What follows belongs to an exercise in optimizing a design on an open flow for small area; a production flow would make more cautious choices. Only simulation tests tie the RTL to the original design; equivalence was not proved. No activity file was given, so power comes from the tool's default toggle rates.

<file path="design/flow/standard.sh">
#!/bin/bash
# synth_recipe.tcl (not shown) runs the flow's synth.tcl, then flattens the netlist and writes it again
# the make line also repeats each setting of config.mk as NAME=value (left out here)
make -C /OpenROAD-flow-scripts/flow DESIGN_CONFIG=/design/flow/config.mk WORK_HOME=/design/flow/orfs CLKGATE_MAP_FILE= SYNTH_SCRIPT=/design/flow/synth_recipe.tcl "${@:-finish}"
</file>
<file path="design/flow/design.v">
module Top_Memory_Game (
    input wire clk,
    input wire rst_n,
    input wire [7:0] btn_raw,
    output wire [7:0] led_out,
    output wire [7:0] seg_data,
    output wire [7:0] seg_sel,
    output reg pwm_servo,
    output wire lcd_rs,
    output wire lcd_rw,
    output wire lcd_en,
    output reg [7:0] lcd_data
);
    integer j;
    localparam [9:0] DB_HIT = 10'd440;
    wire [7:0] btn_in = ~btn_raw;
    reg  [7:0] db_prev, db_out;
    wire [7:0] db_hit;
    genvar g;
    generate
        for (g = 0; g < 8; g = g + 1) begin : db
            reg  [9:0] d;            
            wire       clr = btn_in[g] ^ db_prev[g];
            assign db_hit[g] = (d == DB_HIT);
            always @(posedge clk)
                d <= clr ? 10'd0 : {~d[8:0], ~(d[9] ^ d[6])};
        end
    endgenerate
    always @(posedge clk) begin
        if (!rst_n) begin
            db_prev <= 8'd0;
            db_out  <= 8'd0;
        end else begin
            db_prev <= btn_in;
            for (j = 0; j < 8; j = j + 1)
                if (db_hit[j]) db_out[j] <= db_prev[j];
        end
    end
    wire [7:0] btn_pos = db_hit & db_prev & ~db_out;
    wire       any_key = |btn_pos;
    reg  [2:0] key;
    always @(*) begin
        casez (btn_pos)
            8'b???????1: key = 3'd0;
            8'b??????10: key = 3'd1;
            8'b?????100: key = 3'd2;
            8'b????1000: key = 3'd3;
            8'b???10000: key = 3'd4;
            8'b??100000: key = 3'd5;
            8'b?1000000: key = 3'd6;
            default:     key = 3'd7;
        endcase
    end
    reg [2:0] lo;
    reg [6:0] ph7;       
    reg [6:0] sh7;       
    reg       pre;
    wire [5:0] e;
    wire [9:0] pcnt = {ph7, lo};
    wire p999 = (ph7 == 7'd124) && (lo == 3'd7);
    always @(posedge clk) begin
        if (!rst_n) begin
            lo <= 3'd0; ph7 <= 7'd0;
        end else begin
            lo <= lo + 3'd1;
            if (lo == 3'd7) ph7 <= (ph7 == 7'd124) ? 7'd0 : ph7 + 7'd1;
        end
    end
    always @(posedge clk or negedge rst_n) begin
        if (!rst_n) begin
            sh7 <= 7'd0; pwm_servo <= 1'b0;
        end else begin
            if (lo == 3'd7) sh7 <= sh7 + 7'd1;
            pwm_servo <= pre;
        end
    end
    always @(posedge clk)
        pre <= p999 || (pcnt < {4'd0, e} + 10'd49);
    wire [7:0] sdec = 8'd1 << sh7[6:4];      
    assign seg_sel = ~sdec;
    localparam S_GB   = 4'd0;    
    localparam S_GS   = 4'd1;    
    localparam S_SB   = 4'd2;    
    localparam S_SC   = 4'd3;    
    localparam S_GA   = 4'd4;    
    localparam S_WT   = 4'd5;    
    localparam S_XC   = 4'd6;    
    localparam S_CK   = 4'd7;
    localparam S_IDLE = 4'd8;
    localparam S_PS   = 4'd9;
    localparam S_FL   = 4'd10;
    localparam S_XF   = 4'd11;   
    localparam S_DN   = 4'd12;
    localparam [11:0] PH0 = 12'd0;
    localparam [11:0] PH1 = 12'd1;
    localparam [11:0] PHL = 12'd3386;    
    reg [3:0]  st;
    reg [2:0]  round;
    reg [4:0]  score;
    reg [11:0] ph;
    reg [7:0]  cq;
    reg [3:0]  idx;
    reg [2:0]  A [0:7];
    reg        rep;
    reg        match;
    wire ph0    = (ph == PH0);
    wire phlast = (ph == PHL);
    wire [3:0] k = {1'b0, round} + 4'd3;
    reg [4:0] per_q, on_q;
    always @(*) begin
        case (round)
            3'd2: begin per_q = 5'd16; on_q = 5'd12; end
            3'd3: begin per_q = 5'd12; on_q = 5'd9;  end
            3'd4: begin per_q = 5'd8;  on_q = 5'd6;  end
            3'd5: begin per_q = 5'd4;  on_q = 5'd3;  end
            default: begin per_q = 5'd20; on_q = 5'd15; end
        endcase
    end
    wire first   = (cq == 8'd0) && ph0;
    wire t_idle  = (cq == 8'd60) && ph0;             
    wire t_check = (cq == 8'd9) && phlast;           
    wire t_end   = (cq == 8'd59) && phlast;          
    wire t_per   = (cq == {3'd0, per_q}) && ph0;
    wire t_up    = (cq == 8'd200) && (ph == PH1);    
    wire last_i  = (idx == k - 4'd1);
    reg [15:0] lfsr;
    always @(posedge clk or negedge rst_n) begin
        if (!rst_n) lfsr <= 16'hACE1;
        else        lfsr <= {lfsr[14:0], lfsr[15] ^ lfsr[13] ^ lfsr[12] ^ lfsr[10]};
    end
    wire [2:0] rv = lfsr[2:0];
    wire [7:0] dec = 8'd1 << idx[2:0];
    reg  [2:0] a_cur, a_disp;
    always @(*) begin
        a_cur = 3'd0; a_disp = 3'd0;
        for (j = 0; j < 8; j = j + 1) begin
            a_cur  = a_cur  | ({3{dec[j]}}  & A[j]);
            a_disp = a_disp | ({3{sdec[j]}} & A[j]);
        end
    end
    wire g_first = (idx == 4'd15);
    wire skip    = !g_first && (rv == a_cur) && rep;
    wire gen_wr  = (st == S_GB) && !last_i && !skip;
    wire key_wr  = (st == S_WT) && !t_up && (idx != k) && !first && any_key;
    wire [2:0] wd = (st == S_GB) ? rv : key;
    wire [7:0] we = ({8{gen_wr}} & {dec[6:0], dec[7]}) | ({8{key_wr}} & dec);
    wire t_clr = (st == S_GB) || (st == S_SC) || (st == S_XC) || (st == S_XF) ||
                 ((st == S_SB) && t_per) || ((st == S_GS) && (ph == PH1));
    always @(posedge clk) begin
        if (t_clr || !rst_n) begin
            ph <= PH0; cq <= 8'd0;
        end else begin
            ph <= phlast ? PH0 : {ph[10:0], ~(ph[11] ^ ph[10] ^ ph[9] ^ ph[3])};
            cq <= cq + {7'd0, phlast};
        end
    end
    always @(posedge clk or negedge rst_n) begin
        if (!rst_n) begin
            st <= S_IDLE; idx <= 4'd0;
            round <= 3'd1; score <= 5'd0;
        end else begin
            case (st)
                S_IDLE: if (t_idle) st <= S_GA;
                S_GA: begin idx <= 4'd15; st <= S_GB; end
                S_GB: begin
                    if (last_i) st <= S_GS;
                    else if (!skip) idx <= idx + 4'd1;
                end
                S_GS: if (ph == PH1) begin idx <= 4'd0; st <= S_SB; end
                S_SB: if (t_per) begin
                    if (last_i) st <= S_SC;
                    else idx <= idx + 4'd1;
                end
                S_SC: begin idx <= 4'd0; st <= S_WT; end
                S_WT: begin
                    if (t_up) st <= S_XF;
                    else if (idx == k) st <= S_XC;
                    else if (key_wr) idx <= idx + 4'd1;
                end
                S_XC: st <= S_CK;
                S_XF: begin round <= round + 3'd1; st <= S_FL; end
                S_CK: if (t_check) begin
                    round <= round + 3'd1;
                    if (match) begin
                        score <= score + {2'd0, round} + 5'd1;
                        st <= S_PS;
                    end else st <= S_FL;
                end
                S_PS, S_FL: if (t_end) st <= (round == 3'd6) ? S_DN : S_GA;
                default: st <= S_DN;
            endcase
        end
    end
    always @(posedge clk) begin
        for (j = 0; j < 8; j = j + 1)
            if (we[j]) A[j] <= wd;
        if (gen_wr) rep <= !g_first && (rv == a_cur);
        if (st == S_SC) match <= 1'b1;
        if (key_wr) match <= match & (key == a_cur);
    end
    assign e = (st == S_WT || st == S_XC || st == S_XF) ? cq[7:2] : 6'd0;
    wire led_on = (st == S_SB) && !first &&
                  ((cq < {3'd0, on_q}) || ((cq == {3'd0, on_q}) && ph0));
    assign led_out = led_on ? (8'd1 << a_cur) : 8'd0;
    reg [7:0] cnt_gt;
    always @(*)
        for (j = 0; j < 8; j = j + 1)
            cnt_gt[j] = (idx > j);
    wire show = (st[3:2] != 2'b00) && |(cnt_gt & sdec);
    reg [7:0] seg;
    always @(*) begin
        case (a_disp)
            3'd0: seg = 8'h06;
            3'd1: seg = 8'h5B;
            3'd2: seg = 8'h4F;
            3'd3: seg = 8'h66;
            3'd4: seg = 8'h6D;
            3'd5: seg = 8'h7D;
            3'd6: seg = 8'h07;
            default: seg = 8'h7F;
        endcase
    end
    assign seg_data = show ? seg : 8'h00;
    reg [1:0]  lph;              
    reg        lln;              
    reg [2:0]  sub;
    reg [3:0]  ci;
    wire [2:0] scr = !st[3] ? 3'd0 :
                     st[2]  ? 3'd4 :
                     st[1]  ? 3'd3 :
                     st[0]  ? 3'd2 : 3'd1;
    reg [7:0] txt;
    reg [3:0] dsel;
    always @(*) begin
        dsel = 4'd0;
        casez ({st, lln, ci})
            {4'b0???, 1'b0, 4'd0}: begin txt = 8'h4C; end
            {4'b0???, 1'b0, 4'd1}: begin txt = 8'h76; end
            {4'b0???, 1'b0, 4'd2}: begin txt = 8'h2E; end
            {4'b0???, 1'b0, 4'd3}: begin txt = 8'h20; end
            {4'b0???, 1'b0, 4'd4}: begin txt = 8'h30; dsel[0] = 1'b1; end
            {4'b0???, 1'b0, 4'd5}: begin txt = 8'h20; end
            {4'b0???, 1'b0, 4'd6}: begin txt = 8'h20; end
            {4'b0???, 1'b0, 4'd7}: begin txt = 8'h20; end
            {4'b0???, 1'b0, 4'd8}: begin txt = 8'h20; end
            {4'b0???, 1'b0, 4'd9}: begin txt = 8'h20; end
            {4'b0???, 1'b0, 4'd10}: begin txt = 8'h20; end
            {4'b0???, 1'b0, 4'd11}: begin txt = 8'h20; end
            {4'b0???, 1'b0, 4'd12}: begin txt = 8'h20; end
            {4'b0???, 1'b0, 4'd13}: begin txt = 8'h20; end
            {4'b0???, 1'b0, 4'd14}: begin txt = 8'h20; end
            {4'b0???, 1'b0, 4'd15}: begin txt = 8'h20; end
            {4'b0???, 1'b1, 4'd0}: begin txt = 8'h53; end
            {4'b0???, 1'b1, 4'd1}: begin txt = 8'h63; end
            {4'b0???, 1'b1, 4'd2}: begin txt = 8'h6F; end
            {4'b0???, 1'b1, 4'd3}: begin txt = 8'h72; end
            {4'b0???, 1'b1, 4'd4}: begin txt = 8'h65; end
            {4'b0???, 1'b1, 4'd5}: begin txt = 8'h3A; end
            {4'b0???, 1'b1, 4'd6}: begin txt = 8'h20; end
            {4'b0???, 1'b1, 4'd7}: begin txt = 8'h30; dsel[1] = 1'b1; end
            {4'b0???, 1'b1, 4'd8}: begin txt = 8'h30; dsel[2] = 1'b1; end
            {4'b0???, 1'b1, 4'd9}: begin txt = 8'h30; dsel[3] = 1'b1; end
            {4'b0???, 1'b1, 4'd10}: begin txt = 8'h20; end
            {4'b0???, 1'b1, 4'd11}: begin txt = 8'h20; end
            {4'b0???, 1'b1, 4'd12}: begin txt = 8'h20; end
            {4'b0???, 1'b1, 4'd13}: begin txt = 8'h20; end
            {4'b0???, 1'b1, 4'd14}: begin txt = 8'h20; end
            {4'b0???, 1'b1, 4'd15}: begin txt = 8'h20; end
            {4'b1000, 1'b0, 4'd0}: begin txt = 8'h20; end
            {4'b1000, 1'b0, 4'd1}: begin txt = 8'h20; end
            {4'b1000, 1'b0, 4'd2}: begin txt = 8'h20; end
            {4'b1000, 1'b0, 4'd3}: begin txt = 8'h47; end
            {4'b1000, 1'b0, 4'd4}: begin txt = 8'h61; end
            {4'b1000, 1'b0, 4'd5}: begin txt = 8'h6D; end
            {4'b1000, 1'b0, 4'd6}: begin txt = 8'h65; end
            {4'b1000, 1'b0, 4'd7}: begin txt = 8'h20; end
            {4'b1000, 1'b0, 4'd8}: begin txt = 8'h53; end
            {4'b1000, 1'b0, 4'd9}: begin txt = 8'h74; end
            {4'b1000, 1'b0, 4'd10}: begin txt = 8'h61; end
            {4'b1000, 1'b0, 4'd11}: begin txt = 8'h72; end
            {4'b1000, 1'b0, 4'd12}: begin txt = 8'h74; end
            {4'b1000, 1'b0, 4'd13}: begin txt = 8'h20; end
            {4'b1000, 1'b0, 4'd14}: begin txt = 8'h20; end
            {4'b1000, 1'b0, 4'd15}: begin txt = 8'h20; end
            {4'b1000, 1'b1, 4'd0}: begin txt = 8'h20; end
            {4'b1000, 1'b1, 4'd1}: begin txt = 8'h20; end
            {4'b1000, 1'b1, 4'd2}: begin txt = 8'h20; end
            {4'b1000, 1'b1, 4'd3}: begin txt = 8'h20; end
            {4'b1000, 1'b1, 4'd4}: begin txt = 8'h20; end
            {4'b1000, 1'b1, 4'd5}: begin txt = 8'h20; end
            {4'b1000, 1'b1, 4'd6}: begin txt = 8'h20; end
            {4'b1000, 1'b1, 4'd7}: begin txt = 8'h20; end
            {4'b1000, 1'b1, 4'd8}: begin txt = 8'h20; end
            {4'b1000, 1'b1, 4'd9}: begin txt = 8'h20; end
            {4'b1000, 1'b1, 4'd10}: begin txt = 8'h20; end
            {4'b1000, 1'b1, 4'd11}: begin txt = 8'h20; end
            {4'b1000, 1'b1, 4'd12}: begin txt = 8'h20; end
            {4'b1000, 1'b1, 4'd13}: begin txt = 8'h20; end
            {4'b1000, 1'b1, 4'd14}: begin txt = 8'h20; end
            {4'b1000, 1'b1, 4'd15}: begin txt = 8'h20; end
            {4'b1001, 1'b0, 4'd0}: begin txt = 8'h20; end
            {4'b1001, 1'b0, 4'd1}: begin txt = 8'h20; end
            {4'b1001, 1'b0, 4'd2}: begin txt = 8'h20; end
            {4'b1001, 1'b0, 4'd3}: begin txt = 8'h20; end
            {4'b1001, 1'b0, 4'd4}: begin txt = 8'h53; end
            {4'b1001, 1'b0, 4'd5}: begin txt = 8'h75; end
            {4'b1001, 1'b0, 4'd6}: begin txt = 8'h63; end
            {4'b1001, 1'b0, 4'd7}: begin txt = 8'h63; end
            {4'b1001, 1'b0, 4'd8}: begin txt = 8'h65; end
            {4'b1001, 1'b0, 4'd9}: begin txt = 8'h73; end
            {4'b1001, 1'b0, 4'd10}: begin txt = 8'h73; end
            {4'b1001, 1'b0, 4'd11}: begin txt = 8'h21; end
            {4'b1001, 1'b0, 4'd12}: begin txt = 8'h20; end
            {4'b1001, 1'b0, 4'd13}: begin txt = 8'h20; end
            {4'b1001, 1'b0, 4'd14}: begin txt = 8'h20; end
            {4'b1001, 1'b0, 4'd15}: begin txt = 8'h20; end
            {4'b1001, 1'b1, 4'd0}: begin txt = 8'h20; end
            {4'b1001, 1'b1, 4'd1}: begin txt = 8'h4E; end
            {4'b1001, 1'b1, 4'd2}: begin txt = 8'h65; end
            {4'b1001, 1'b1, 4'd3}: begin txt = 8'h78; end
            {4'b1001, 1'b1, 4'd4}: begin txt = 8'h74; end
            {4'b1001, 1'b1, 4'd5}: begin txt = 8'h20; end
            {4'b1001, 1'b1, 4'd6}: begin txt = 8'h4C; end
            {4'b1001, 1'b1, 4'd7}: begin txt = 8'h65; end
            {4'b1001, 1'b1, 4'd8}: begin txt = 8'h76; end
            {4'b1001, 1'b1, 4'd9}: begin txt = 8'h65; end
            {4'b1001, 1'b1, 4'd10}: begin txt = 8'h6C; end
            {4'b1001, 1'b1, 4'd11}: begin txt = 8'h2E; end
            {4'b1001, 1'b1, 4'd12}: begin txt = 8'h2E; end
            {4'b1001, 1'b1, 4'd13}: begin txt = 8'h2E; end
            {4'b1001, 1'b1, 4'd14}: begin txt = 8'h20; end
            {4'b1001, 1'b1, 4'd15}: begin txt = 8'h20; end
            {4'b1010, 1'b0, 4'd0}, {4'b1011, 1'b0, 4'd0}: begin txt = 8'h20; end
            {4'b1010, 1'b0, 4'd1}, {4'b1011, 1'b0, 4'd1}: begin txt = 8'h20; end
            {4'b1010, 1'b0, 4'd2}, {4'b1011, 1'b0, 4'd2}: begin txt = 8'h20; end
            {4'b1010, 1'b0, 4'd3}, {4'b1011, 1'b0, 4'd3}: begin txt = 8'h20; end
            {4'b1010, 1'b0, 4'd4}, {4'b1011, 1'b0, 4'd4}: begin txt = 8'h20; end
            {4'b1010, 1'b0, 4'd5}, {4'b1011, 1'b0, 4'd5}: begin txt = 8'h46; end
            {4'b1010, 1'b0, 4'd6}, {4'b1011, 1'b0, 4'd6}: begin txt = 8'h61; end
            {4'b1010, 1'b0, 4'd7}, {4'b1011, 1'b0, 4'd7}: begin txt = 8'h69; end
            {4'b1010, 1'b0, 4'd8}, {4'b1011, 1'b0, 4'd8}: begin txt = 8'h6C; end
            {4'b1010, 1'b0, 4'd9}, {4'b1011, 1'b0, 4'd9}: begin txt = 8'h2E; end
            {4'b1010, 1'b0, 4'd10}, {4'b1011, 1'b0, 4'd10}: begin txt = 8'h2E; end
            {4'b1010, 1'b0, 4'd11}, {4'b1011, 1'b0, 4'd11}: begin txt = 8'h2E; end
            {4'b1010, 1'b0, 4'd12}, {4'b1011, 1'b0, 4'd12}: begin txt = 8'h20; end
            {4'b1010, 1'b0, 4'd13}, {4'b1011, 1'b0, 4'd13}: begin txt = 8'h20; end
            {4'b1010, 1'b0, 4'd14}, {4'b1011, 1'b0, 4'd14}: begin txt = 8'h20; end
            {4'b1010, 1'b0, 4'd15}, {4'b1011, 1'b0, 4'd15}: begin txt = 8'h20; end
            {4'b1010, 1'b1, 4'd0}, {4'b1011, 1'b1, 4'd0}: begin txt = 8'h20; end
            {4'b1010, 1'b1, 4'd1}, {4'b1011, 1'b1, 4'd1}: begin txt = 8'h20; end
            {4'b1010, 1'b1, 4'd2}, {4'b1011, 1'b1, 4'd2}: begin txt = 8'h54; end
            {4'b1010, 1'b1, 4'd3}, {4'b1011, 1'b1, 4'd3}: begin txt = 8'h72; end
            {4'b1010, 1'b1, 4'd4}, {4'b1011, 1'b1, 4'd4}: begin txt = 8'h79; end
            {4'b1010, 1'b1, 4'd5}, {4'b1011, 1'b1, 4'd5}: begin txt = 8'h20; end
            {4'b1010, 1'b1, 4'd6}, {4'b1011, 1'b1, 4'd6}: begin txt = 8'h41; end
            {4'b1010, 1'b1, 4'd7}, {4'b1011, 1'b1, 4'd7}: begin txt = 8'h67; end
            {4'b1010, 1'b1, 4'd8}, {4'b1011, 1'b1, 4'd8}: begin txt = 8'h61; end
            {4'b1010, 1'b1, 4'd9}, {4'b1011, 1'b1, 4'd9}: begin txt = 8'h69; end
            {4'b1010, 1'b1, 4'd10}, {4'b1011, 1'b1, 4'd10}: begin txt = 8'h6E; end
            {4'b1010, 1'b1, 4'd11}, {4'b1011, 1'b1, 4'd11}: begin txt = 8'h2E; end
            {4'b1010, 1'b1, 4'd12}, {4'b1011, 1'b1, 4'd12}: begin txt = 8'h2E; end
            {4'b1010, 1'b1, 4'd13}, {4'b1011, 1'b1, 4'd13}: begin txt = 8'h2E; end
            {4'b1010, 1'b1, 4'd14}, {4'b1011, 1'b1, 4'd14}: begin txt = 8'h20; end
            {4'b1010, 1'b1, 4'd15}, {4'b1011, 1'b1, 4'd15}: begin txt = 8'h20; end
            {4'b1100, 1'b0, 4'd0}: begin txt = 8'h20; end
            {4'b1100, 1'b0, 4'd1}: begin txt = 8'h20; end
            {4'b1100, 1'b0, 4'd2}: begin txt = 8'h46; end
            {4'b1100, 1'b0, 4'd3}: begin txt = 8'h49; end
            {4'b1100, 1'b0, 4'd4}: begin txt = 8'h4E; end
            {4'b1100, 1'b0, 4'd5}: begin txt = 8'h41; end
            {4'b1100, 1'b0, 4'd6}: begin txt = 8'h4C; end
            {4'b1100, 1'b0, 4'd7}: begin txt = 8'h20; end
            {4'b1100, 1'b0, 4'd8}: begin txt = 8'h53; end
            {4'b1100, 1'b0, 4'd9}: begin txt = 8'h43; end
            {4'b1100, 1'b0, 4'd10}: begin txt = 8'h4F; end
            {4'b1100, 1'b0, 4'd11}: begin txt = 8'h52; end
            {4'b1100, 1'b0, 4'd12}: begin txt = 8'h45; end
            {4'b1100, 1'b0, 4'd13}: begin txt = 8'h20; end
            {4'b1100, 1'b0, 4'd14}: begin txt = 8'h20; end
            {4'b1100, 1'b0, 4'd15}: begin txt = 8'h20; end
            {4'b1100, 1'b1, 4'd0}: begin txt = 8'h54; end
            {4'b1100, 1'b1, 4'd1}: begin txt = 8'h6F; end
            {4'b1100, 1'b1, 4'd2}: begin txt = 8'h74; end
            {4'b1100, 1'b1, 4'd3}: begin txt = 8'h61; end
            {4'b1100, 1'b1, 4'd4}: begin txt = 8'h6C; end
            {4'b1100, 1'b1, 4'd5}: begin txt = 8'h3A; end
            {4'b1100, 1'b1, 4'd6}: begin txt = 8'h20; end
            {4'b1100, 1'b1, 4'd7}: begin txt = 8'h30; dsel[1] = 1'b1; end
            {4'b1100, 1'b1, 4'd8}: begin txt = 8'h30; dsel[2] = 1'b1; end
            {4'b1100, 1'b1, 4'd9}: begin txt = 8'h30; dsel[3] = 1'b1; end
            {4'b1100, 1'b1, 4'd10}: begin txt = 8'h20; end
            {4'b1100, 1'b1, 4'd11}: begin txt = 8'h20; end
            {4'b1100, 1'b1, 4'd12}: begin txt = 8'h20; end
            {4'b1100, 1'b1, 4'd13}: begin txt = 8'h20; end
            {4'b1100, 1'b1, 4'd14}: begin txt = 8'h20; end
            {4'b1100, 1'b1, 4'd15}: begin txt = 8'h20; end
            default: txt = 8'h20;
        endcase
    end
    wire [7:0] d_h = (score >= 5'd20) ? 8'd1 : 8'd0;
    wire [3:0] tens = (score >= 5'd20) ? 4'd0 : score[4:1];
    wire [7:0] dig = ({8{dsel[0]}} & {5'd0, round}) |
                     ({8{dsel[1]}} & d_h) |
                     ({8{dsel[2]}} & {4'd0, tens}) |
                     ({8{dsel[3]}} & {5'd0, score[0], 1'b0, score[0]});
    wire [7:0] chr = txt | dig;
    reg [7:0] icmd;
    always @(*) begin
        casez (lcd_data)
            8'b??1?????: icmd = 8'h0C;
            8'b????1???: icmd = 8'h06;
            8'b??????1?: icmd = 8'h01;
            8'b???????1: icmd = 8'h80;
            default:     icmd = 8'h38;
        endcase
    end
    wire is_line = (lph == 2'd1);
    wire lwrap = (sub == 3'd5);
    wire dend  = (ci == 4'd12) && (sub == 3'd4);
    wire pos0  = (ci == 4'd0) && (sub == 3'd0);
    always @(posedge clk or negedge rst_n) begin
        if (!rst_n) begin
            lph <= 2'd0; lln <= 1'b0; sub <= 3'd0; ci <= 4'd0; lcd_data <= 8'd0;
        end else begin
            case (lph)
                2'd1: begin
                    if (lwrap) begin
                        sub <= 3'd0; ci <= ci + 4'd1;
                        if (ci == 4'd15) lph <= 2'd2;
                    end else sub <= sub + 3'd1;
                    if (lwrap && ci == 4'd15) lcd_data <= lln ? 8'h80 : 8'hC0;
                    else lcd_data <= chr;
                end
                default: begin
                    if (lph == 2'd0 && pos0) lcd_data <= icmd;
                    if (dend) begin
                        sub <= 3'd0; ci <= 4'd0;
                        if (lph == 2'd2) begin lph <= 2'd1; lln <= ~lln; end
                        else if (lcd_data[7]) lph <= 2'd1;
                    end else begin
                        sub <= sub + 3'd1;
                        if (sub == 3'd7) ci <= ci + 4'd1;
                    end
                end
            endcase
        end
    end
    assign lcd_en = is_line ? (sub == 3'd1 || sub == 3'd2)
                            : (ci == 4'd0 && sub != 3'd0 && sub <= 3'd5);
    assign lcd_rs = is_line && !pos0;
    assign lcd_rw = 1'b0;
endmodule
</file>
<file path="design/flow/constraint.sdc">
create_clock -name core_clock -period 25.0 [get_ports {clk}]
set_input_delay 5.0000 -clock core_clock [delete_from_list [all_inputs] [get_ports {clk}]]
set_output_delay 5.0000 -clock core_clock [all_outputs]
set_load 0.01 [all_outputs]
</file>
<file path="design/flow/flow/run.sh">
#!/bin/bash
# Own layout flow: the standard ORFS flow (standard.sh) with these changes:
#  - Yosys's ABC technology mapping uses an area-oriented script
#    (flow/abc_area.script) in place of ORFS's delay-oriented one;
#  - adders are left to ABC (no ORFS half/full-adder cell mapping);
#  - the port buffers are buf_1 cells;
#  - clock tree synthesis adds no dummy loads (same clustering settings
#    as config.mk's CTS_* values).
# Everything else (synthesis script, floorplan, power grid, placement,
# routing) is ORFS's own. Each tool's output goes to its own log under
# orfs/logs/, and make's output to flow_make.log.
set -euo pipefail
W=$(pwd)
rm -rf "$W/orfs_scripts"
mkdir -p "$W/orfs_scripts"
cp -r "$FLOW_HOME/scripts/." "$W/orfs_scripts/"
cp "$W/flow/abc_area.script" "$W/orfs_scripts/abc_speed.script"
CTS="-sink_clustering_enable -repair_clock_nets -dont_use_dummy_load"
CTS="$CTS -sink_clustering_size 16 -sink_clustering_max_diameter 60"
CTS="$CTS -buf_list sky130_fd_sc_hd__clkbuf_8"
bash "$W/standard.sh" "SCRIPTS_DIR=$W/orfs_scripts" "ADDER_MAP_FILE=" \
    "BUFFER_PORTS_ARGS=-buffer_cell sky130_fd_sc_hd__buf_1" \
    "CTS_ARGS=$CTS" finish > "$W/flow_make.log" 2>&1
test -f "$W/out/final.def"
</file>
<file path="design/flow/config.mk">
export PLATFORM = sky130hd
export DESIGN_NAME = Top_Memory_Game
export DESIGN_NICKNAME = Top_Memory_Game
export VERILOG_FILES = /design/flow/design.v
export SDC_FILE = /design/flow/constraint.sdc
export NUM_CORES = 4
export LEC_CHECK = 0
export CAP_MARGIN = 20
export CORE_MARGIN = 2
export CORE_UTILIZATION = 75
export CTS_BUF_LIST = sky130_fd_sc_hd__clkbuf_8
export CTS_CLUSTER_DIAMETER = 60
export CTS_CLUSTER_SIZE = 16
export SLEW_MARGIN = 20
</file>
<file path="design/flow/flow/abc_area.script">
strash
&get -n
&deepsyn -T 60
&put
dch
&get -n
&nf -a -R 200
&put
</file>
==> results of run 1 <==
==> worst max-delay path: stages (launching register included) <==
cell and delay, ns:
dfxtp_1 0.36, nor4_1 0.43, nand3_1 0.15, or3_1 0.36, o21ai_0 0.17, a31oi_1 0.09, nor3_1 0.38, nand2_1 0.18
nor2_1 0.11, buf_1 0.17
==> per-layer routing <==
metal  global-route usage [%]  vias up  part of all wire (%)
li1                         -     3597                     -
met2                     55.7      344                    48
met3                     5.74       70                   6.5
met4                     11.8        0                   3.3
met1                     44.7     3649                    42
met5                        0        -                     0
==> layout by cell type (no fill, tap or decap), drive strengths merged, types with 12 or more instances in the layout <==
cell type  instances
nand2             77
nor2b             27
nand4             21
o21ai             30
a21boi            12
xor2              16
dfrtp             48
clkinv            36
nand2b            13
and2              17
a31oi             13
nor2             176
edfxtp            26
buf               44
and3              20
nand3             26
dfxtp            127
clkbuf            18
nor3              40
xnor2             34
a21oi             50
==> area by class of cell <==
| cell class | count | area, sq um | area share, % |
|---|---|---|---|
| clock buffers | 17 | 234 | 2.43 |
| flip-flops and latches | 211 | 4790 | 49.6 |
| well taps | 147 | 184 | 1.91 |
| inverters | 36 | 135 | 1.40 |
| multi-input cells | 726 | 4120 | 42.8 |
| repair buffers | 45 | 180 | 1.87 |
==> worst paths after layout <==
path / endpoint / slack, ns
max: led_out[2] / 17.08
min: lfsr[5] / 0.34
max reg2reg: A[0][1] / 21.12
min reg2reg: lfsr[5] / 0.34
max in group asynchronous: lln / 19.56
min in group asynchronous: lfsr[2] / 4.49
==> power groups by stage <==
stage	sequential (uW)	clock, uW	combinational [uW]
CTS	427	163	177
floorplan	419	0	133
detailed placement	433	0	175
global placement	431	0	167
finish	430	163	180
global route	433	175	199
==> cell families (layout without fill, tap and decap cells) <==
kind of cell / after synthesis / in the layout / synth area share, %
other: 1 / 2 / 0.0414
AO/OA/AOI/OAI: 198 / 198 / 14.7
AND/OR/NAND/NOR: 470 / 470 / 25.2
multiplexers: 4 / 4 / 0.470
buffers and inverters: 38 / 98 / 1.66
XOR/XNOR: 50 / 50 / 4.83
flip-flops: 211 / 211 / 52.9
adder cells (fa/ha/maj): 2 / 2 / 0.221
==> registers in the layout, summed over array words and instances, names as in the netlist, 4 cells and up <==
register	flops
score	5
db.d	80
lfsr	16
sh7	7
ph7	7
idx	4
A	24
st	4
cq	8
db_prev	8
ph	12
lcd_data	8
ci	4
db_out	8
==> metrics by stage <==
step | utilization [%] | hold slack (ns)
2_1_floorplan | - | 0.316
3_3_place_gp | 79.0 | 0.327
3_5_place_dp | 79.0 | 0.339
4_1_cts | 81.0 | 0.337
5_1_grt | 81.0 | 0.357
6_report | 81.0 | 0.343
==> results_dict.tcl, run 1 <==
set metrics [dict create \
    reg2reg_depth 11 \
    synthTopCellsByArea "dfxtp_1, dfrtp_1, edfxtp_1" \
    async_reset_ff_share_pct 27.5 \
    fp-row-count 40 \
    dp_slack_ns 17.67 \
    grt_pass1_vias 7227 \
    insertion_delay_ns 0.52 \
    maxCapViolations 0 \
    setup_viol_count_final 0 \
    final-max-slew-violation-count 0 \
    max_freq_mhz 126 \
    slew_headroom_pct 46.0 \
    powerDensity_mw_per_mm2 80.0 \
    seqPwrFrac_pct 55.6 \
    fin_ws_ns 17.08 \
    final_layout_size_suffix_gt1_share_pct 2.90 \
    ant_nets 0 \
    p_leak_uw 0.00366 \
    netlist_instances 974 \
    wl_per_cell_microns 18.4 \
    num_io_pins 46 \
    status "finished clean" \
    grt_max_degree 45 \
    cts_buffers 17 \
    initial_core_util_pct 76.0 \
    critPathLaunch "ph[1]" \
    drc 0 \
    critPathArrivalTime_ns 2.92 \
    dieArea_sq_mm 0.0130 \
    synth_ff_type "dfxtp_1" \
    synth_top_area_share_pct 28.1 \
    p_int_uw 512 \
    end_kind "primary output" \
    core_area_sq_mm 0.0119 \
    synth.most_common_cell "nor2_1" \
    min_period_ns 7.92 \
    clkSinkCount 211 \
    fin_crit_sh_pct 31.7 \
    ys_ff_latch 211 \
    cts_tree "done" \
    num_vias 7660 \
    hpwl_microns 15200 \
    gp_congestion 1.02 \
    synth_area_leader_cell "dfxtp_1" \
    diodes 0 \
    tightest_slew_ns 0.804 \
    fp.dieW_microns 114 \
    placedCellCount 1165 \
    antenna_found_initial 0 \
    vias_per_cell 6.48 \
    stdcell_count 1182 \
    ir_drop_mv 0.0723 \
    p_sw_uw 260 \
    gr-total-overflow 0 \
    synth_warnings 2 \
    ys_types 62 \
    tns_ns 0 \
    grt_setup_unrepaired "no" \
    initialDrtViolationCount 670 \
    synth_edf_count 26 \
    synth_top_cells_by_count "nor2_1, dfxtp_1, nand2_1, a21oi_1, dfrtp_1" \
    swShare_pct 33.6 \
    synth_area_sq_mm 0.00906 \
    critPathMaxFanout 4 \
    clk_path_buf_depth 3 \
    cts.clk_slew.worst_paths_ns 0.10 \
    cts_hold_buf 0 \
    nNetsFinal 1047 \
    drt_first_pass_iters 5 \
    min_from "lfsr[4]" \
    area_growth_pct 6.48 \
    skew_ns 0.0530 \
    crit_type "reg -> out" \
    num-fill-cells 748 \
    grt_pass1_wl_microns 35300 \
    power_frac_clock_pct 21.1 \
    place_area_sq_mm 0.00941 \
    portBuffers 43 \
    ys_seq_area_share_pct 52.9 \
    fin_area_sq_mm 0.00964 \
    wirelength_microns 21700 \
    min_path_type "reg -> reg" \
    synth_area_per_cell_sq_um 9.30 \
    htreeDepth 1 \
    die_h_microns 114 \
    worstHoldPathCells 0 \
    clock-root-buffer "clkbuf_8" \
    cts_resized 0 \
    r2r_start "idx[2]" \
    required_ns 20.00 \
    start_kind "register" \
    track_usage_pct 33.5 \
    hold_violations 0 \
    cts_setup_buffers 0 \
    p_comb_share_pct 23.3 \
    power.total_uw 772 \
]
==> inputs of run 2 (changes only) <==
--- a/design/flow/flow/run.sh
+++ b/design/flow/flow/run.sh
@@ -17,5 +17,5 @@
 cp "$W/flow/abc_area.script" "$W/orfs_scripts/abc_speed.script"
 CTS="-sink_clustering_enable -repair_clock_nets -dont_use_dummy_load"
-CTS="$CTS -sink_clustering_size 16 -sink_clustering_max_diameter 60"
+CTS="$CTS -sink_clustering_size 20 -sink_clustering_max_diameter 45"
 CTS="$CTS -buf_list sky130_fd_sc_hd__clkbuf_8"
 bash "$W/standard.sh" "SCRIPTS_DIR=$W/orfs_scripts" "ADDER_MAP_FILE=" \
--- a/design/flow/config.mk
+++ b/design/flow/config.mk
@@ -10,5 +10,5 @@
 export CORE_UTILIZATION = 75
 export CTS_BUF_LIST = sky130_fd_sc_hd__clkbuf_8
-export CTS_CLUSTER_DIAMETER = 60
-export CTS_CLUSTER_SIZE = 16
+export CTS_CLUSTER_DIAMETER = 45
+export CTS_CLUSTER_SIZE = 20
 export SLEW_MARGIN = 20
==> run 2 against run 1 <==
Flip-flop and latch count stayed put. Via count is 1.3% lower. Critical endpoint unchanged. Clock-buffer cell count is 4 higher. Core utilization is 0.46 points higher. Sequential power hardly changed. Sequential share of layout area is 0.28 points lower. Total power is 1.8% higher. Clock power is 9.8% higher. Design area is 0.57% higher.
==> results_dict.tcl, run 2 <==
set metrics [dict create \
    antenna_found_initial 0 \
    top_regs "db.d x80, A x24, lfsr x16" \
    track_usage_pct 32.8 \
    wirelength_microns 21300 \
    die_h_microns 114 \
    async_reset_ff_share_pct 27.5 \
    largest_reg_flops 80 \
    dp_slack_ns 17.67 \
    seqPwrFrac_pct 54.5 \
    synth_area_per_cell_sq_um 9.30 \
    critical_path_cell_count 9 \
    clk_path_buf_depth 3 \
    synthTopCellsByArea "dfxtp_1, dfrtp_1, edfxtp_1" \
    fp-row-count 40 \
    netlist_instances 974 \
    r2r_start "idx[2]" \
    p_int_uw 526 \
    portBuffers 43 \
    num-fill-cells 747 \
    vias_per_cell 6.37 \
    diodes 0 \
    nNetsFinal 1051 \
    start_kind "register" \
    cts_buffers 21 \
    gr-total-overflow 0 \
    cp_num_buf_inv 1 \
    grt_pass1_vias 7151 \
    power_frac_clock_pct 22.8 \
    ys_seq_area_share_pct 52.9 \
    synth_top_area_share_pct 28.1 \
    fp.dieW_microns 114 \
    synth_ff_type "dfxtp_1" \
    area_growth_pct 7.09 \
    tightest_slew_ns 0.807 \
    cts.clk_slew.worst_paths_ns 0.11 \
    critPathMaxFanout 4 \
    r2r-end "A[0][0]" \
    htreeDepth 1 \
    ys_types 62 \
    num_io_pins 46 \
    dieArea_sq_mm 0.0130 \
    cts_resized 0 \
    gp_congestion 1.02 \
    fin_crit_sh_pct 31.7 \
    final-max-slew-violation-count 0 \
    min_period_ns 7.91 \
    drt_first_pass_iters 8 \
    crit_chain "nor4_1, nand3_1, or3_1, o21ai_0, a31oi_1, nor3_1, nand2_1, nor2_1, buf_1" \
    initial_core_util_pct 76.0 \
    crit_family "simple AND/OR/NAND/NOR gates" \
    initialDrtViolationCount 707 \
    wl_per_cell_microns 18.0 \
    max_freq_mhz 126 \
    top_register "db.d" \
    p_leak_uw 0.00369 \
    slew_headroom_pct 44.8 \
    final_layout_size_suffix_gt1_share_pct 3.27 \
    synth_warnings 2 \
    grt_max_degree 45 \
    crit_type "reg -> out" \
    critPathArrivalTime_ns 2.91 \
    setup_viol_count_final 0 \
    slowest_delay_ns 0.38 \
    powerDensity_mw_per_mm2 81.0 \
    cts_hold_buf 0 \
    min_path_type "reg -> reg" \
    final_cell_mix "nor2_1, dfxtp_1, nand2_1" \
    grt_pass1_wl_microns 34700 \
    status "finished clean" \
    drc 0 \
    cts_setup_buffers 0 \
    synth_area_sq_mm 0.00906 \
    ir_drop_mv 0.0856 \
    final_common_cell "nor2_1" \
    synth_top_cells_by_count "nor2_1, dfxtp_1, nand2_1, a21oi_1, dfrtp_1" \
    core_area_sq_mm 0.0119 \
    fin_ws_ns 17.09 \
    ys_ff_latch 211 \
    synth_area_leader_cell "dfxtp_1" \
    insertion_delay_ns 0.55 \
    ant_nets 0 \
    clkSinkCount 211 \
    synth_edf_count 26 \
    maxCapViolations 0 \
    skew_ns 0.0846 \
    clock-root-buffer "clkbuf_8" \
    cp_slowest_cell "nor3_1" \
    hpwl_microns 15200 \
    num_vias 7560 \
    p_comb_share_pct 22.8 \
    cts_tree "done" \
    hold_violations 0 \
    critPathLaunch "ph[9]" \
    reg2reg_setup_slack_ns 21.13 \
    required_ns 20.00 \
    grt_setup_unrepaired "no" \
    swShare_pct 33.1 \
    tns_ns 0 \
    reg2reg_depth 11 \
    p_sw_uw 260 \
    worstSetupEndpoint "led_out[2]" \
    end_kind "primary output" \
    synth.most_common_cell "nor2_1" \
]
## run 2: cell counts after synthesis
No cell type changed its count.
## run 2: metal layers
| layer | up-vias | GRT usage [%] | routed length [microns] |
|---|---|---|---|
| met4 | 0 | 10.3 | 655 |
| met2 | 327 | 54.9 | 10200 |
| li1 | 3609 | - | - |
| met5 | - | 0 | 0 |
| met3 | 60 | 5.21 | 1340 |
| met1 | 3564 | 44.3 | 9100 |
## run 2: worst min path at each step
stage | from | to | slack (ns) | cells past startpoint
2_1_floorplan | pre | pwm_servo | 0.32 | 0
3_3_place_gp | pre | pwm_servo | 0.33 | 0
3_5_place_dp | lfsr[4] | lfsr[5] | 0.34 | 0
4_1_cts | lfsr[8] | lfsr[9] | 0.34 | 0
5_1_grt | lfsr[8] | lfsr[9] | 0.36 | 0
6_report | lfsr[9] | lfsr[10] | 0.35 | 0
## run 2: cell families (layout without fill, tap and decap cells)
kind of cell | count (synthesis) | in the layout | share of synthesized area (%)
buffers and inverters | 38 | 102 | 1.66
adder cells (fa/ha/maj) | 2 | 2 | 0.221
AND/OR/NAND/NOR | 470 | 470 | 25.2
multiplexers | 4 | 4 | 0.470
XOR/XNOR | 50 | 50 | 4.83
flip-flops | 211 | 211 | 52.9
other | 1 | 2 | 0.0414
AO/OA/AOI/OAI | 198 | 198 | 14.7
## run 2: metrics by stage
step	total power (uW)	instances	cell area (sq um)	utilization, %	hold slack [ns]
after global routing	822	1186	9700	81.4	0.356
after floorplan	552	975	9060	-	0.316
after global placement	597	1165	9410	79.0	0.327
after CTS	784	1186	9700	81.4	0.344
after detailed placement	608	1165	9410	79.0	0.339
final	786	1186	9700	81.4	0.345
## run 2: cell type report
cell class	instances	area [sq um]	area share, %
timing repair buffer	45	180	1.86
inverter	36	135	1.39
clock buffer	21	289	2.98
multi-input combinational	726	4120	42.5
sequential	211	4790	49.4
tap	147	184	1.90
## run 2: power groups by stage
stage,registers [uW],logic [uW],clock network (uW)
3_5_place_dp,433,175,0
3_3_place_gp,431,167,0
2_1_floorplan,419,133,0
4_1_cts,427,177,180
5_1_grt,433,198,191
6_report,428,179,179
==> inputs of run 3 (changes only) <==
--- a/design/flow/flow/run.sh
+++ b/design/flow/flow/run.sh
@@ -17,5 +17,5 @@
 cp "$W/flow/abc_area.script" "$W/orfs_scripts/abc_speed.script"
 CTS="-sink_clustering_enable -repair_clock_nets -dont_use_dummy_load"
-CTS="$CTS -sink_clustering_size 20 -sink_clustering_max_diameter 45"
+CTS="$CTS -sink_clustering_size 20 -sink_clustering_max_diameter 60"
 CTS="$CTS -buf_list sky130_fd_sc_hd__clkbuf_8"
 bash "$W/standard.sh" "SCRIPTS_DIR=$W/orfs_scripts" "ADDER_MAP_FILE=" \
--- a/design/flow/config.mk
+++ b/design/flow/config.mk
@@ -10,5 +10,5 @@
 export CORE_UTILIZATION = 75
 export CTS_BUF_LIST = sky130_fd_sc_hd__clkbuf_8
-export CTS_CLUSTER_DIAMETER = 45
+export CTS_CLUSTER_DIAMETER = 60
 export CTS_CLUSTER_SIZE = 20
 export SLEW_MARGIN = 20
==> run 3 against run 2 <==
First-iteration DRC count is 5.1% higher. Design area shrank 0.85%. Register-to-register slack got worse by 0.03 ns. Worst setup slack improved by 0.0063 ns. Clock-buffer cell count decreased by 6. Wire length up 0.95%. Clock power fell by 14%. Critical path type unchanged. Critical endpoint is now led_out[5]. Largest power group unchanged.
==> results_dict.tcl, run 3 <==
set metrics [dict create \
    status "finished clean" \
    max_freq_mhz 126 \
    required_ns 20.00 \
    setup_viol_count_final 0 \
    start_kind "register" \
    cts_tree "done" \
    num-fill-cells 763 \
    cts_setup_buffers 0 \
    grt_pass1_wl_microns 35600 \
    slowest_delay_ns 0.41 \
    reg2reg_depth 11 \
    num_vias 7596 \
    cts_buffers 15 \
    final_layout_size_suffix_gt1_share_pct 2.71 \
    ir_drop_mv 0.0722 \
    critical_path_cell_count 9 \
    powerDensity_mw_per_mm2 79.2 \
    cts_resized 0 \
    tns_ns 0 \
    wl_per_cell_microns 18.3 \
    diodes 0 \
    gp_congestion 1.02 \
    insertion_delay_ns 0.51 \
    top_register "db.d" \
    synth.most_common_cell "nor2_1" \
    synth_area_leader_cell "dfxtp_1" \
    fp.dieW_microns 114 \
    synth_top_cells_by_count "nor2_1, dfxtp_1, nand2_1, a21oi_1, dfrtp_1" \
    die_h_microns 114 \
    gr-total-overflow 0 \
    clk_path_buf_depth 3 \
    fin_area_sq_mm 0.00962 \
    synth_top_area_share_pct 28.1 \
    num_io_pins 46 \
    final_common_cell "nor2_1" \
    min_path_type "reg -> reg" \
    synth_area_per_cell_sq_um 9.30 \
    ant_nets 0 \
    synth_warnings 2 \
    htreeDepth 1 \
    ys_types 62 \
    wirelength_microns 21500 \
    clkSinkCount 211 \
    worstHoldPathCells 0 \
    end_kind "primary output" \
    clock-root-buffer "clkbuf_8" \
    core_area_sq_mm 0.0119 \
    drt_first_pass_iters 7 \
    grt_setup_unrepaired "no" \
    vias_per_cell 6.44 \
    cp_num_buf_inv 1 \
    antenna_found_initial 0 \
    grt_pass1_vias 7122 \
    synth_ff_type "dfxtp_1" \
    synth_edf_count 26 \
    cts_hold_buf 0 \
    synthTopCellsByArea "dfxtp_1, dfrtp_1, edfxtp_1" \
    track_usage_pct 33.8 \
    async_reset_ff_share_pct 27.5 \
    area_growth_pct 6.17 \
    netlist_instances 974 \
    place_area_sq_mm 0.00941 \
    stdcell_count 1180 \
    hpwl_microns 15200 \
    cts.clk_slew.worst_paths_ns 0.11 \
    cp_slowest_cell "nor4_1" \
    final-max-slew-violation-count 0 \
    dieArea_sq_mm 0.0130 \
    initial_core_util_pct 76.0 \
    critPathArrivalTime_ns 2.91 \
    p_leak_uw 0.00364 \
    fin_crit_sh_pct 31.6 \
    placedCellCount 1165 \
    ys_ff_latch 211 \
    portBuffers 43 \
    crit_chain "nor4_1, nand3_1, or3_1, o21ai_0, a31oi_1, nor3_1, nand2_1, nor2_1, buf_1" \
    largest_reg_flops 80 \
    tightest_slew_ns 0.811 \
    maxCapViolations 0 \
    crit_type "reg -> out" \
    final_cell_mix "nor2_1, dfxtp_1, nand2_1" \
    ys_seq_area_share_pct 52.9 \
    fp-row-count 40 \
    skew_ns 0.0680 \
    nNetsFinal 1045 \
    synth_area_sq_mm 0.00906 \
    min_period_ns 7.91 \
    crit_family "simple AND/OR/NAND/NOR gates" \
    hold_violations 0 \
    slew_headroom_pct 44.5 \
    grt_max_degree 45 \
    drc 0 \
    critPathMaxFanout 4 \
    top_regs "db.d x80, A x24, lfsr x16" \
    initialDrtViolationCount 743 \
]
-- run 3: cell counts after synthesis --
No cell type changed its count.
-- run 3: cell families (layout without fill, tap and decap cells) --
| logic type | after synthesis | after routing | synth area share, % |
|---|---|---|---|
| multiplexers | 4 | 4 | 0.470 |
| AO/OA/AOI/OAI | 198 | 198 | 14.7 |
| XOR/XNOR | 50 | 50 | 4.83 |
| AND/OR/NAND/NOR | 470 | 470 | 25.2 |
| adder cells (fa/ha/maj) | 2 | 2 | 0.221 |
| other | 1 | 2 | 0.0414 |
| buffers and inverters | 38 | 96 | 1.66 |
| flip-flops | 211 | 211 | 52.9 |
-- run 3: power by group --
| part | internal, uW | switching [uW] | leakage, uW |
|---|---|---|---|
| registers | 385 | 43.8 | 0.00199 |
| logic | 66.2 | 113 | 0.00155 |
| clock network | 54.6 | 99.4 | 0.000108 |
-- run 3: area by class of cell --
cell class / instances / area (sq um) / share of cell area, %
well taps: 147 / 184 / 1.91
flip-flops and latches: 211 / 4790 / 49.8
multi-input cells: 726 / 4120 / 42.9
repair buffers: 45 / 180 / 1.87
clock buffers: 15 / 206 / 2.15
inverters: 36 / 135 / 1.41
-- run 3: layer usage --
| layer | vias to the layer above | track usage, % | wire length (microns) |
|---|---|---|---|
| met2 | 310 | 57.4 | 10500 |
| met4 | 0 | 9.76 | 566 |
| met1 | 3620 | 45.3 | 9110 |
| met3 | 55 | 5.31 | 1370 |
| met5 | - | 0 | 0 |
| li1 | 3611 | - | - |
-- run 3: worst paths after layout --
check                      startpoint         end  slack [ns]
max                             ph[9]  led_out[5]       17.09
min                               pre   pwm_servo        0.37
max reg2reg                    idx[2]     A[0][0]       21.10
min reg2reg                       pre   pwm_servo        0.37
max in group asynchronous       rst_n         lln       19.55
min in group asynchronous       rst_n     lfsr[2]        4.49
-- run 3: metrics by stage --
| stage | hold slack, ns | total power [uW] | util (%) | setup WS [ns] |
|---|---|---|---|---|
| 3_5_place_dp | 0.339 | 608 | 79.0 | 17.67 |
| 6_report | 0.365 | 761 | 80.7 | 17.09 |
| 3_3_place_gp | 0.327 | 597 | 79.0 | 17.75 |
| 5_1_grt | 0.365 | 800 | 80.7 | 16.86 |
| 4_1_cts | 0.362 | 760 | 80.7 | 17.11 |
| 2_1_floorplan | 0.316 | 552 | - | 17.89 |
==> inputs of run 4 (changes only) <==
--- a/design/flow/flow/run.sh
+++ b/design/flow/flow/run.sh
@@ -18,5 +18,5 @@
 CTS="-sink_clustering_enable -repair_clock_nets -dont_use_dummy_load"
 CTS="$CTS -sink_clustering_size 20 -sink_clustering_max_diameter 60"
-CTS="$CTS -buf_list sky130_fd_sc_hd__clkbuf_8"
+CTS="$CTS -buf_list sky130_fd_sc_hd__clkbuf_8 -root_buf sky130_fd_sc_hd__clkbuf_2 -tree_buf sky130_fd_sc_hd__clkbuf_2"
 bash "$W/standard.sh" "SCRIPTS_DIR=$W/orfs_scripts" "ADDER_MAP_FILE=" \
     "BUFFER_PORTS_ARGS=-buffer_cell sky130_fd_sc_hd__buf_1" \
==> run 4 against run 3 <==
Highest routed layer unchanged. Core utilization down 0.22 points. Area after synthesis unchanged. Cell count did not move. Worst hold slack gained 0.00059 ns. Total power fell by 1.1%. Maximum frequency down 2.0%. Critical endpoint is now seg_data[3]. Clock-buffer cell count unchanged. Still clean. Clock skew is 0.033 ns higher.
==> results_dict.tcl, run 4 <==
set metrics [dict create \
    status "finished clean" \
    cts.clk_slew.worst_paths_ns 0.11 \
    critPathMaxFanout 11 \
    final_cell_mix "nor2_1, dfxtp_1, nand2_1" \
    diodes 0 \
    antenna_found_initial 0 \
    core_area_sq_mm 0.0119 \
    critPathLaunch "sh7[6]" \
    cts_tree "done" \
    start_kind "register" \
    synth_area_sq_mm 0.00906 \
    top_regs "db.d x80, A x24, lfsr x16" \
    ys_ff_latch 211 \
    critPathArrivalTime_ns 3.07 \
    track_usage_pct 33.7 \
    grt_pass1_vias 7117 \
    synthTopCellsByArea "dfxtp_1, dfrtp_1, edfxtp_1" \
    yosys.area_share.adder_pct 0.221 \
    end_kind "primary output" \
    grt_setup_unrepaired "no" \
    skew_ns 0.101 \
    drc 0 \
    synthMuxAreaShare_pct 0.470 \
    met2WireLength_microns 10400 \
    htreeDepth 1 \
    min_path_type "reg -> reg" \
    fp-row-count 40 \
    highest_layer "met4" \
    grt_max_degree 45 \
    initial_core_util_pct 76.0 \
    insertion_delay_ns 0.73 \
    die_h_microns 114 \
    reg2reg_setup_slack_ns 21.13 \
    final_common_cell "nor2_1" \
    setup_viol_count_final 0 \
    synth_top_cells_by_count "nor2_1, dfxtp_1, nand2_1, a21oi_1, dfrtp_1" \
    synth_compound_area_share_pct 14.7 \
    maxCapViolations 0 \
    area_growth_pct 5.88 \
    portBuffers 43 \
    synth_area_per_cell_sq_um 9.30 \
    num_io_pins 46 \
    initialDrtViolationCount 752 \
    placedCellCount 1165 \
    hold_violations 0 \
    synth_ff_type "dfxtp_1" \
    netlist_instances 974 \
    p_leak_uw 0.00363 \
    slew_headroom_pct 45.2 \
    dieArea_sq_mm 0.0130 \
    ys_seq_area_share_pct 52.9 \
    stdcell_count 1180 \
    r2r-end "A[0][0]" \
    yosys.area_share.simple_pct 25.2 \
    hpwl_microns 15200 \
    nNetsFinal 1045 \
    cts_buffers 15 \
    worstSetupEndpoint "seg_data[3]" \
    final_layout_size_suffix_gt1_share_pct 2.71 \
    clkSinkCount 211 \
    vias_per_cell 6.43 \
    top_register "db.d" \
    slowest_delay_ns 0.56 \
    num_vias 7582 \
    cp_slowest_cell "nor3b_1" \
    synth_xor_area_share_pct 4.83 \
    met3_wirelength_microns 1360 \
    fp.dieW_microns 114 \
    required_ns 20.00 \
    fin_crit_sh_pct 32.3 \
    cts_setup_buffers 0 \
    synth_top_area_share_pct 28.1 \
    min_period_ns 8.07 \
    wl_per_cell_microns 18.3 \
    r2r_start "idx[2]" \
    cts_resized 0 \
    tns_ns 0 \
    synth.most_common_cell "nor2_1" \
    drt_first_pass_iters 7 \
    tightest_slew_ns 0.801 \
    crit_type "reg -> out" \
    ant_nets 0 \
    powerDensity_mw_per_mm2 78.5 \
    reg2reg_depth 11 \
    gr-total-overflow 0 \
    max_freq_mhz 124 \
    cts_hold_buf 0 \
    synth_area_leader_cell "dfxtp_1" \
    synth_warnings 2 \
    ir_drop_mv 0.0722 \
    wirelength_microns 21600 \
    grt_pass1_wl_microns 35500 \
    wl_met1_microns 9210 \
    synth_top_family_by_area "simple AND/OR/NAND/NOR gates" \
    clk_path_buf_depth 3 \
    synth_edf_count 26 \
    clock-root-buffer "clkbuf_2" \
    largest_reg_flops 80 \
    ys_types 62 \
    crit_chain "nor3b_1, a22o_1, a221oi_1, and3_1, xnor2_1, a21o_1, o22ai_1, and2_0, buf_1" \
    async_reset_ff_share_pct 27.5 \
    gp_congestion 1.02 \
    final-max-slew-violation-count 0 \
]
run 4: worst min path at each step:
stage                       start         to  slack (ns)  cells past startpoint
after CTS                     pre  pwm_servo        0.36                      0
after detailed placement  lfsr[4]    lfsr[5]        0.34                      0
after floorplan               pre  pwm_servo        0.32                      0
final                     lfsr[5]    lfsr[6]        0.37                      0
after global placement        pre  pwm_servo        0.33                      0
after global routing          pre  pwm_servo        0.37                      0
run 4: kinds of logic after synthesis:
kind of cell             Yosys count
AO/OA/AOI/OAI                    198
XOR/XNOR                          50
adder cells (fa/ha/maj)            2
buffers and inverters             38
flip-flops                       211
multiplexers                       4
other                              1
AND/OR/NAND/NOR                  470
run 4: per-stage QoR:
step | total power [uW] | hold slack, ns | instance area [sq um] | worst slack, ns | util, %
floorplan | 552 | 0.316 | 9060 | 17.89 | -
global placement | 597 | 0.327 | 9410 | 17.75 | 79.0
detailed placement | 608 | 0.339 | 9410 | 17.67 | 79.0
CTS | 750 | 0.362 | 9590 | 16.92 | 80.5
global route | 790 | 0.365 | 9590 | 16.63 | 80.5
finish | 753 | 0.366 | 9590 | 16.93 | 80.5
run 4: power breakdown:
part           internal, uW  switching (uW)
registers               385            43.9
clock network          45.7            99.4
logic                  66.2             113
run 4: worst max-delay path: cells and delay by family (launching register included):
family                    cells  cell delay (ns)
DFF                           1             0.52
buffers and inverters         1             0.15
xor gates and xnor gates      1             0.15
AOI/OAI and AO/OA             4             0.64
and+or+nand+nor               3             0.97
run 4: final cells by class:
cell class / instances / area (sq um)
Tap cell: 147 / 184
Sequential cell: 211 / 4790
Clock buffer: 15 / 180
Multi-Input combinational cell: 726 / 4120
Fill cell: 768 / 2320
Inverter: 36 / 135
Timing Repair Buffer: 45 / 180
run 4: layer usage:
layer  track usage [%]  up-vias
met4              10.0        0
met1              45.1     3578
li1                  -     3601
met3              5.53       60
met2              57.1      343
met5                 0        -
==> inputs of run 5 (changes only) <==
--- a/design/flow/flow/run.sh
+++ b/design/flow/flow/run.sh
@@ -18,5 +18,5 @@
 CTS="-sink_clustering_enable -repair_clock_nets -dont_use_dummy_load"
 CTS="$CTS -sink_clustering_size 20 -sink_clustering_max_diameter 60"
-CTS="$CTS -buf_list sky130_fd_sc_hd__clkbuf_8 -root_buf sky130_fd_sc_hd__clkbuf_2 -tree_buf sky130_fd_sc_hd__clkbuf_2"
+CTS="$CTS -buf_list sky130_fd_sc_hd__clkbuf_8 -root_buf sky130_fd_sc_hd__clkbuf_4 -tree_buf sky130_fd_sc_hd__clkbuf_4"
 bash "$W/standard.sh" "SCRIPTS_DIR=$W/orfs_scripts" "ADDER_MAP_FILE=" \
     "BUFFER_PORTS_ARGS=-buffer_cell sky130_fd_sc_hd__buf_1" \
==> run 5 against run 4 <==
Combinational power hardly changed. Die area stayed put. Core utilization is 0.063 points higher. Clock skew is 0.029 ns lower. Synthesized cell count stayed put. Critical endpoint unchanged. Highest routed layer unchanged.
==> results_dict.tcl, run 5 <==
set metrics [dict create \
    status "finished clean" \
    grt_pass1_wl_microns 35500 \
    drt_first_pass_iters 6 \
    core_area_sq_mm 0.0119 \
    portBuffers 43 \
    synth_area_per_cell_sq_um 9.30 \
    min_period_ns 7.98 \
    async_reset_ff_share_pct 27.5 \
    vias_per_cell 6.43 \
    setup_viol_count_final 0 \
    p_leak_uw 0.00364 \
    clk_path_buf_depth 3 \
    ant_nets 0 \
    synth_area_sq_mm 0.00906 \
    stdcell_count 1180 \
    grt_max_degree 45 \
    synthTopCellsByArea "dfxtp_1, dfrtp_1, edfxtp_1" \
    diodes 0 \
    wl_per_cell_microns 18.3 \
    num_vias 7591 \
    top_regs "db.d x80, A x24, lfsr x16" \
    power.total_uw 756 \
    required_ns 20.00 \
    clkSinkCount 211 \
    gp_congestion 1.02 \
    maxCapViolations 0 \
    final_layout_size_suffix_gt1_share_pct 2.71 \
    nNetsFinal 1045 \
    synth_top_area_share_pct 28.1 \
    final_cell_mix "nor2_1, dfxtp_1, nand2_1" \
    cts.clk_slew.worst_paths_ns 0.11 \
    placedCellCount 1165 \
    area_growth_pct 5.97 \
    cts_resized 0 \
    ir_drop_mv 0.0723 \
    ys_types 62 \
    num-fill-cells 768 \
    hold_violations 0 \
    hpwl_microns 15200 \
    track_usage_pct 33.8 \
    initial_core_util_pct 76.0 \
    htreeDepth 1 \
    cts_tree "done" \
    min_path_type "reg -> reg" \
    fin_crit_sh_pct 31.9 \
    cp_slowest_cell "nor3b_1" \
    grt_setup_unrepaired "no" \
    synth_ff_type "dfxtp_1" \
    end_kind "primary output" \
    skew_ns 0.0719 \
    clock-root-buffer "clkbuf_4" \
    drc 0 \
    largest_reg_flops 80 \
    tns_ns 0 \
    wirelength_microns 21600 \
    holdWs_ns 0.365 \
    netlist_instances 974 \
    synth_edf_count 26 \
    fp-row-count 40 \
    die_h_microns 114 \
    dieArea_sq_mm 0.0130 \
    fp.dieW_microns 114 \
    start_kind "register" \
    crit_type "reg -> out" \
    reg2reg_setup_slack_ns 21.11 \
    critPathArrivalTime_ns 2.98 \
    finalCoreUtilization_pct 80.6 \
    crit_chain "nor3b_1, a22o_1, a221oi_1, and3_1, xnor2_1, a21o_1, o22ai_1, and2_0, buf_1" \
    slew_headroom_pct 44.7 \
    grt_pass1_vias 7115 \
    cts_hold_buf 0 \
    top_register "db.d" \
    synth.most_common_cell "nor2_1" \
    max_freq_mhz 125 \
    ys_seq_area_share_pct 52.9 \
    cts_buffers 15 \
    gr-total-overflow 0 \
    critPathMaxFanout 11 \
    cts_setup_buffers 0 \
    slowest_delay_ns 0.56 \
    num_io_pins 46 \
    tightest_slew_ns 0.809 \
    powerDensity_mw_per_mm2 78.8 \
    synth_area_leader_cell "dfxtp_1" \
    final_common_cell "nor2_1" \
    ys_ff_latch 211 \
    initialDrtViolationCount 640 \
    synth_warnings 2 \
    final-max-slew-violation-count 0 \
    synth_top_cells_by_count "nor2_1, dfxtp_1, nand2_1, a21oi_1, dfrtp_1" \
    insertion_delay_ns 0.61 \
    antenna_found_initial 0 \
]
## run 5: final timing paths
kind                        start     endpoint  cells after the start
max                        sh7[6]  seg_data[3]                      9
min                           pre    pwm_servo                      0
max reg2reg                idx[2]      A[0][0]                     11
min reg2reg                   pre    pwm_servo                      0
max in group asynchronous   rst_n          lln                      2
min in group asynchronous   rst_n      lfsr[2]                      1
## run 5: final cells by class
type	count	area [sq um]	share of cell area, %
sequential	211	4790	49.9
multi-input combinational	726	4120	43.0
clock buffer	15	188	1.96
tap	147	184	1.92
timing repair buffer	45	180	1.88
inverter	36	135	1.41
## run 5: power by group
| group | switching (uW) | internal [uW] | leakage (uW) |
|---|---|---|---|
| clock network | 99.4 | 48.8 | 0.000100 |
| logic | 113 | 66.2 | 0.00155 |
| registers | 44.0 | 385 | 0.00199 |
## run 5: routing by layer
| metal | global-route usage (%) | up-vias | routed length, microns |
|---|---|---|---|
| met5 | 0 | - | 0 |
| met4 | 10.0 | 0 | 605 |
| met3 | 5.69 | 63 | 1500 |
| met2 | 57.2 | 359 | 10400 |
| met1 | 45.1 | 3569 | 9060 |
| li1 | - | 3600 | - |
## run 5: kinds of logic (layout without fill, tap and decap cells)
group | count (synthesis) | after routing | synth area share [%]
simple gates | 470 | 470 | 25.2
xor+xnor | 50 | 50 | 4.83
buf+inv | 38 | 96 | 1.66
other cells | 1 | 2 | 0.0414
flops | 211 | 211 | 52.9
fa+ha+maj | 2 | 2 | 0.221
mux | 4 | 4 | 0.470
compound gates | 198 | 198 | 14.7
## run 5: stage by stage
step | cell area, sq um | setup slack (ns)
after CTS | 9600 | 17.04
after global placement | 9410 | 17.75
after floorplan | 9060 | 17.89
after global routing | 9600 | 16.75
final | 9600 | 17.02
after detailed placement | 9410 | 17.67
## run 5: critical path, delay by kind of cell (launching register included)
kind                      cells  cell delay [ns]
AOI/OAI and AO/OA             4             0.64
xor gates and xnor gates      1             0.15
buffers and inverters         1             0.15
DFF                           1             0.52
and+or+nand+nor               3             0.97
==> inputs of run 6 (changes only) <==
--- a/design/flow/flow/run.sh
+++ b/design/flow/flow/run.sh
@@ -5,6 +5,6 @@
 #  - adders are left to ABC (no ORFS half/full-adder cell mapping);
 #  - the port buffers are buf_1 cells;
-#  - clock tree synthesis adds no dummy loads (same clustering settings
-#    as config.mk's CTS_* values).
+#  - clock tree synthesis adds no dummy loads and uses small buffers above
+#    the leaf level (clustering settings as config.mk's CTS_* values).
 # Everything else (synthesis script, floorplan, power grid, placement,
 # routing) is ORFS's own. Each tool's output goes to its own log under
@@ -18,5 +18,5 @@
 CTS="-sink_clustering_enable -repair_clock_nets -dont_use_dummy_load"
 CTS="$CTS -sink_clustering_size 20 -sink_clustering_max_diameter 60"
-CTS="$CTS -buf_list sky130_fd_sc_hd__clkbuf_8 -root_buf sky130_fd_sc_hd__clkbuf_4 -tree_buf sky130_fd_sc_hd__clkbuf_4"
+CTS="$CTS -buf_list sky130_fd_sc_hd__clkbuf_8 -root_buf sky130_fd_sc_hd__clkbuf_2 -tree_buf sky130_fd_sc_hd__clkbuf_2"
 bash "$W/standard.sh" "SCRIPTS_DIR=$W/orfs_scripts" "ADDER_MAP_FILE=" \
     "BUFFER_PORTS_ARGS=-buffer_cell sky130_fd_sc_hd__buf_1" \
==> run 6 against run 5 <==
Synthesized cell count unchanged. Critical endpoint unchanged. Global-route usage decreased by 0.081 points. Total power decreased by 0.44%. Critical path depth unchanged. Critical path type unchanged. Flip-flop and latch count unchanged. Largest cell class unchanged. Wire length increased by 0.21%. First-iteration DRC count increased by 18%.
==> results_dict.tcl, run 6 <==
set metrics [dict create \
    portBuffers 43 \
    grt_pass1_vias 7117 \
    insertion_delay_ns 0.73 \
    initial_core_util_pct 76.0 \
    synthTopCellsByArea "dfxtp_1, dfrtp_1, edfxtp_1" \
    vias_per_cell 6.43 \
    tns_ns 0 \
    powerDensity_mw_per_mm2 78.5 \
    cts_tree "done" \
    max_freq_mhz 124 \
    dieArea_sq_mm 0.0130 \
    min_period_ns 8.07 \
    tightest_slew_ns 0.801 \
    htreeDepth 1 \
    largest_reg_flops 80 \
    drt_first_pass_iters 7 \
    netlist_instances 974 \
    crit_type "reg -> out" \
    crit_family "simple AND/OR/NAND/NOR gates" \
    skew_ns 0.101 \
    fp-row-count 40 \
    synth_ff_type "dfxtp_1" \
    cts_buffers 15 \
    ant_nets 0 \
    synth_area_leader_cell "dfxtp_1" \
    hold_violations 0 \
    wl_per_cell_microns 18.3 \
    cp_num_buf_inv 1 \
    ys_ff_latch 211 \
    synth_warnings 2 \
    critPathMaxFanout 11 \
    area_growth_pct 5.88 \
    nNetsFinal 1045 \
    end_kind "primary output" \
    synth_area_per_cell_sq_um 9.30 \
    die_h_microns 114 \
    wirelength_microns 21600 \
    fp.dieW_microns 114 \
    synth_edf_count 26 \
    cts_resized 0 \
    gp_congestion 1.02 \
    yosys.area_share.simple_pct 25.2 \
    diodes 0 \
    antenna_found_initial 0 \
    synth_top_area_share_pct 28.1 \
    start_kind "register" \
    top_register "db.d" \
    synth.most_common_cell "nor2_1" \
    critPathArrivalTime_ns 3.07 \
    top_regs "db.d x80, A x24, lfsr x16" \
    synth_area_sq_mm 0.00906 \
    grt_max_degree 45 \
    cp_slowest_cell "nor3b_1" \
    slew_headroom_pct 45.2 \
    yosys.area_share.adder_pct 0.221 \
    synth_xor_area_share_pct 4.83 \
    num_vias 7582 \
    synth_compound_area_share_pct 14.7 \
    ir_drop_mv 0.0722 \
    slowest_delay_ns 0.56 \
    cts_setup_buffers 0 \
    min_path_type "reg -> reg" \
    synth_top_cells_by_count "nor2_1, dfxtp_1, nand2_1, a21oi_1, dfrtp_1" \
    required_ns 20.00 \
    cts_hold_buf 0 \
    num-fill-cells 768 \
    status "finished clean" \
    ys_types 62 \
    track_usage_pct 33.7 \
    finalCoreUtilization_pct 80.5 \
    final_common_cell "nor2_1" \
]
==> run 6: cell counts after synthesis <==
No cell type changed its count.
==> run 6: area by class of cell <==
type                            count  area, sq um  area share [%]
Multi-Input combinational cell    726         4120            43.0
Tap cell                          147          184            1.92
Inverter                           36          135            1.41
Sequential cell                   211         4790            49.9
Timing Repair Buffer               45          180            1.88
Clock buffer                       15          180            1.88
==> run 6: through the flow <==
| step | setup WS (ns) | cell area (sq um) | std cells | power [uW] | hold WS (ns) |
|---|---|---|---|---|---|
| 3_3_place_gp | 17.75 | 9410 | 1165 | 597 | 0.327 |
| 4_1_cts | 16.92 | 9590 | 1180 | 750 | 0.362 |
| 5_1_grt | 16.63 | 9590 | 1180 | 790 | 0.365 |
| 6_report | 16.93 | 9590 | 1180 | 753 | 0.366 |
| 3_5_place_dp | 17.67 | 9410 | 1165 | 608 | 0.339 |
| 2_1_floorplan | 17.89 | 9060 | 975 | 552 | 0.316 |
==> run 6: final timing paths <==
path / startpoint / cells after the start / endpoint
max: sh7[6] / 9 / seg_data[3]
min reg2reg: lfsr[5] / 0 / lfsr[6]
min: lfsr[5] / 0 / lfsr[6]
min in group asynchronous: rst_n / 1 / lfsr[2]
max reg2reg: idx[2] / 11 / A[0][0]
max in group asynchronous: rst_n / 2 / lln
==> run 6: kinds of logic (layout without fill, tap and decap cells) <==
family                     Yosys count  count (layout)
DFF                                211             211
and+or+nand+nor                    470             470
other                                1               2
muxes                                4               4
adders and majority gates            2               2
xor gates and xnor gates            50              50
buffers and inverters               38              96
AOI/OAI and AO/OA                  198             198
==> run 6: power breakdown <==
group	switching [uW]	internal (uW)
Sequential	43.9	385
Combinational	113	66.2
Clock	99.4	45.7
Total	256	497
==> run 6: routing by layer <==
metal / wire length [microns] / GRT usage (%) / share of wire [%] / vias up
met5: 0 / 0 / 0 / -
met4: 602 / 10.0 / 2.8 / 0
met3: 1360 / 5.53 / 6.3 / 60
met2: 10400 / 57.1 / 48 / 343
met1: 9210 / 45.1 / 43 / 3578
li1: - / - / - / 3601

Re-timed with assumed drivers on the ports (clkbuf_16 on the clock, buf_2 on other inputs), run 6 has 16.899 ns of setup slack against 16.933 ns with ideal ports, and 17.613 ns once port delays also move by the mid clock arrival of 0.714 ns.
